Context: an optimization exercise on an open-source flow, tuned for small area and a short achievable clock period. The choices shown serve that exercise and are no tape-out recipe. RTL that was checked went through simulation tests only; none was proved equivalent to the original. Power and IR drop assume default switching activity.

==> try-umber: inputs <==
Design fir_filter, start of the top module:
module fir_filter #(
    parameter DATA_WIDTH = 16,
    parameter TAPS       = 8
)(
    input  wire                      clk,
    input  wire                      rst,
    input  wire [DATA_WIDTH-1:0]     s_axis_tdata,
    input  wire                      s_axis_tvalid,
    output wire                      s_axis_tready,   
    input  wire                      s_axis_tlast,
    output reg  [DATA_WIDTH-1:0]     m_axis_tdata,
    output reg                       m_axis_tvalid,
    input  wire                      m_axis_tready,   
    output reg                       m_axis_tlast
);
==> module fir_filter, before the edit <==
module fir_filter #(
    parameter DATA_WIDTH = 16,
    parameter TAPS       = 8
)(
    input  wire                      clk,
    input  wire                      rst,
    input  wire [DATA_WIDTH-1:0]     s_axis_tdata,
    input  wire                      s_axis_tvalid,
    output wire                      s_axis_tready,   
    input  wire                      s_axis_tlast,
    output reg  [DATA_WIDTH-1:0]     m_axis_tdata,
    output reg                       m_axis_tvalid,
    input  wire                      m_axis_tready,   
    output reg                       m_axis_tlast
);
    reg [15:0] s0, s1, t, r1, r2, r3, r4, r5, r6;
    reg       flushing;
    reg [2:0] flush_count;
    assign s_axis_tready = !flushing;
    wire step = s_axis_tvalid | flushing;
    wire [15:0] x = flushing ? 16'd0 : s_axis_tdata;
    wire [15:0] y, nt, n1, n2, n3, n4, n5;
    fir_add3 #(15) a_y (.a(s0[14:0]), .b({s1[13:0], 1'b0}), .c(r1[15:1]), .s(y[15:1]));
    assign y[0] = r1[0];
    fir_add #(15) a_t (.a(s0[14:0]), .b(s0[15:1]), .s(nt[15:1]));
    assign nt[0] = s0[0];
    fir_add #(15) a_1 (.a(t[14:0]), .b(r2[15:1]), .s(n1[15:1]));
    assign n1[0] = r2[0];
    fir_add #(13) a_2 (.a(s1[12:0]), .b(r3[15:3]), .s(n2[15:3]));
    assign n2[2:0] = r3[2:0];
    fir_add #(15) a_3 (.a(t[14:0]), .b(r4[15:1]), .s(n3[15:1]));
    assign n3[0] = r4[0];
    fir_add #(14) a_4 (.a(s1[13:0]), .b(r5[15:2]), .s(n4[15:2]));
    assign n4[1:0] = r5[1:0];
    fir_add #(15) a_5 (.a(s1[14:0]), .b(r6[15:1]), .s(n5[15:1]));
    assign n5[0] = r6[0];
    always @(posedge clk) begin
        m_axis_tdata <= y;
        if (rst) begin
            s0 <= 0; s1 <= 0; t <= 0;
            r1 <= 0; r2 <= 0; r3 <= 0; r4 <= 0; r5 <= 0; r6 <= 0;
        end else if (step) begin
            s0 <= x;
            s1 <= s0;
            t  <= nt;
            r1 <= n1;
            r2 <= n2;
            r3 <= n3;
            r4 <= n4;
            r5 <= n5;
            r6 <= s1;
        end
        if (rst) begin
            m_axis_tvalid <= 0;
            m_axis_tlast  <= 0;
            flushing      <= 0;
            flush_count   <= 0;
        end else begin
            m_axis_tvalid <= step;
            m_axis_tlast  <= flushing && flush_count == 0;
            if (!flushing) begin
                if (s_axis_tvalid && s_axis_tlast) begin
                    flushing    <= 1;
                    flush_count <= 3'd7;
                end
            end else begin
                if (flush_count == 0)
                    flushing <= 0;
                flush_count <= flush_count - 1'b1;
            end
        end
    end
endmodule
Settings: LEC_CHECK=0, ABC_CLOCK_PERIOD_IN_PS=2500, CAP_MARGIN=20, CORE_MARGIN=2, CORE_UTILIZATION=40, CTS_BUF_LIST=sky130_fd_sc_hd__clkbuf_8, CTS_CLUSTER_SIZE=30, SETUP_SLACK_MARGIN=5, SLEW_MARGIN=20, BUFFER_PORTS_ARGS=-buffer_cell sky130_fd_sc_hd__buf_2; clock period 7.0 ns.
standard.sh (not shown) runs the stock make flow with config.mk's settings and CLKGATE_MAP_FILE= SYNTH_SCRIPT=/design/flow/synth_recipe.tcl, a recipe that flattens the netlist after the stock synthesis.
==> flow/flow/run.sh <==
#!/bin/bash
# Standard ORFS layout, with the port buffers made of plain buffers
# (buf_2) instead of delay cells, and the resizer free to swap a cell for
# one of another footprint. ORFS keeps each step's own log under orfs/logs.
set -euo pipefail
cat >> config.mk <<'EOC'
export BUFFER_PORTS_ARGS = -buffer_cell sky130_fd_sc_hd__buf_2
EOC
bash standard.sh MATCH_CELL_FOOTPRINT=0 finish > layout.log 2>&1
==> try-nickel (differences from try-umber) <==
--- a/flow/design.v
+++ b/flow/design.v
@@ -15,11 +15,11 @@
     output reg                       m_axis_tlast
 );
     reg [15:0] s0, s1, t, r1, r2, r3, r4, r5, r6;
-    reg       flushing;
+    reg       ready;
     reg [2:0] flush_count;
-    assign s_axis_tready = !flushing;
-    wire step = s_axis_tvalid | flushing;
-    wire [15:0] x = flushing ? 16'd0 : s_axis_tdata;
+    assign s_axis_tready = ready;
+    wire step = s_axis_tvalid | !ready;
+    wire [15:0] x = ready ? s_axis_tdata : 16'd0;
     wire [15:0] y, nt, n1, n2, n3, n4, n5;
     fir_add3 #(15) a_y (.a(s0[14:0]), .b({s1[13:0], 1'b0}), .c(r1[15:1]), .s(y[15:1]));
     assign y[0] = r1[0];
@@ -54,19 +54,19 @@
         if (rst) begin
             m_axis_tvalid <= 0;
             m_axis_tlast  <= 0;
-            flushing      <= 0;
+            ready         <= 1;
             flush_count   <= 0;
         end else begin
             m_axis_tvalid <= step;
-            m_axis_tlast  <= flushing && flush_count == 0;
-            if (!flushing) begin
+            m_axis_tlast  <= !ready && flush_count == 0;
+            if (ready) begin
                 if (s_axis_tvalid && s_axis_tlast) begin
-                    flushing    <= 1;
+                    ready       <= 0;
                     flush_count <= 3'd7;
                 end
             end else begin
                 if (flush_count == 0)
-                    flushing <= 0;
+                    ready <= 1;
                 flush_count <= flush_count - 1'b1;
             end
         end
==> flow/flow/run.sh (replaced) <==
#!/bin/bash
# Standard ORFS layout, except: the port buffers are plain buffers (buf_2)
# instead of delay cells, the resizer may swap a cell for one of another
# footprint, and CTS adds no dummy loads to balance the clock tree.
# ORFS keeps each step's own log under orfs/logs; make's output goes to layout.log.
set -euo pipefail
cat >> config.mk <<'EOC'
export BUFFER_PORTS_ARGS = -buffer_cell sky130_fd_sc_hd__buf_2
export CTS_ARGS = -sink_clustering_enable -repair_clock_nets -dont_use_dummy_load -sink_clustering_size 30 -buf_list sky130_fd_sc_hd__clkbuf_8
EOC
bash standard.sh MATCH_CELL_FOOTPRINT=0 finish > layout.log 2>&1
- ABC_AREA: default -> 1
- ABC_CLOCK_PERIOD_IN_PS: 2500 -> default
- CORE_UTILIZATION: 40 -> 65
- CTS_ARGS: default -> -sink_clustering_enable -repair_clock_nets -dont_use_dummy_load -sink_clustering_size 30 -buf_list sky130_fd_sc_hd__clkbuf_8
- CTS_BUF_LIST: sky130_fd_sc_hd__clkbuf_8 -> default
- CTS_CLUSTER_SIZE: 30 -> default
- SETUP_SLACK_MARGIN: 5 -> 4.6
==> comparison <==
try-nickel ran to the end with no violations. try-umber produced a clean layout. In try-nickel the synthesized area is larger than in try-umber, by 1.2%. Of try-umber and try-nickel, try-umber has the higher hold slack (gap 0.0078 ns). Against try-nickel, the sequential share of layout area of try-umber is lower by 6.9 points. Synthesized cell count: try-umber is smaller than try-nickel (about 16%). In try-umber the worst setup slack is lower than in try-nickel, by 0.25 ns. Of try-umber and try-nickel, try-umber has the higher final area (gap 29%, measured against try-nickel). Against try-nickel, the first-iteration DRC count of try-umber is smaller by 3.1%. In try-nickel the clock power is smaller than in try-umber, by 28%. Against try-umber, the die area of try-nickel is lower by about 37%. Of try-nickel and try-umber, try-nickel has the higher global-route usage (gap 6.4 points). Of try-umber and try-nickel, try-umber has the higher via count (gap about 5%, measured against try-nickel).
==> figures <==
                                                                 try-nickel               try-umber
Share of cell area taken by muxes after synthesis                        0%                   1.88%
Run status                                 no timing/DRC/antenna violations  no timing/DRC/antenna violations
Static Leakage                                                      5.30 nW                 5.62 nW
Detailed-route wire length per cell                                 14.5 µm                 18.8 µm
Worst setup margin                                                  4.65 ns                 4.40 ns
Reg2Reg Capture Point                                       m_axis_tdata[9]                   r1[9]
Critical-path cell with the highest stage delay                       or2_2                    fa_2
Clock group power                                                0.000519 W              0.000720 W
Overall die width                                                    126 µm                  159 µm
Number of gates resized after cts                                        31                     183
Floorplan Core Area                                               14500 µm²               23500 µm²
Mapped cell area                                                   9700 µm²                9590 µm²
Die area                                                          15900 µm²               25200 µm²
Area used by multi-input combinational logic                       5660 µm²                7210 µm²
Final Non-Filler Cells                                                 1502                    1561
Rel. slew slack                                                       54.9%                   65.3%
Max IR drop VDD                                                    0.261 mV                0.116 mV
Met1 layer wirelength in the final routing                         10900 µm                13600 µm
WS Path Type                                         input pin to flip-flop  flip-flop to flip-flop
Worst setup SP type                                               input pin               flip-flop
Met2 usage in global routing                                          43.3%                   35.3%
Area share of and/or/nand/nor cells after synthesis                   20.4%                   16.3%
Area after detailed placement                                      9910 µm²               10200 µm²
Only the layout flow was run in try-umber; the RTL was not checked for function there.

## re-timing with driven ports
No port has a modelled driver above. Below, the same layouts with a new extraction and two added sets of constraints.
Step 1 assumes that a clkbuf_16 drives the clock port and a buf_2 every other input.
Step 2 adds t to the input delays and takes it off the output delays; t is the mean of the earliest and latest rising clock arrival at the registers after step 1. Input paths then give back, and output paths get back, about the clock's delay inside the block.
Slacks: no drivers / after step 1 / after step 2; pairs: no drivers / after step 1.
run	t, ns	slack for setup (ns)	worst setup path at the end	worst data-port slew with drivers (ns)	pins driven straight from the clock port
try-umber	0.508	4.403 / 4.403 / 4.228	input to register	0.13	1
try-nickel	0.493	4.651 / 4.643 / 4.177	input to register	0.03	1
After both steps every run listed still meets setup and hold. For try-nickel, which loses most, drivers alone change the setup slack by -0.008 ns; drivers and shift together by -0.474 ns.
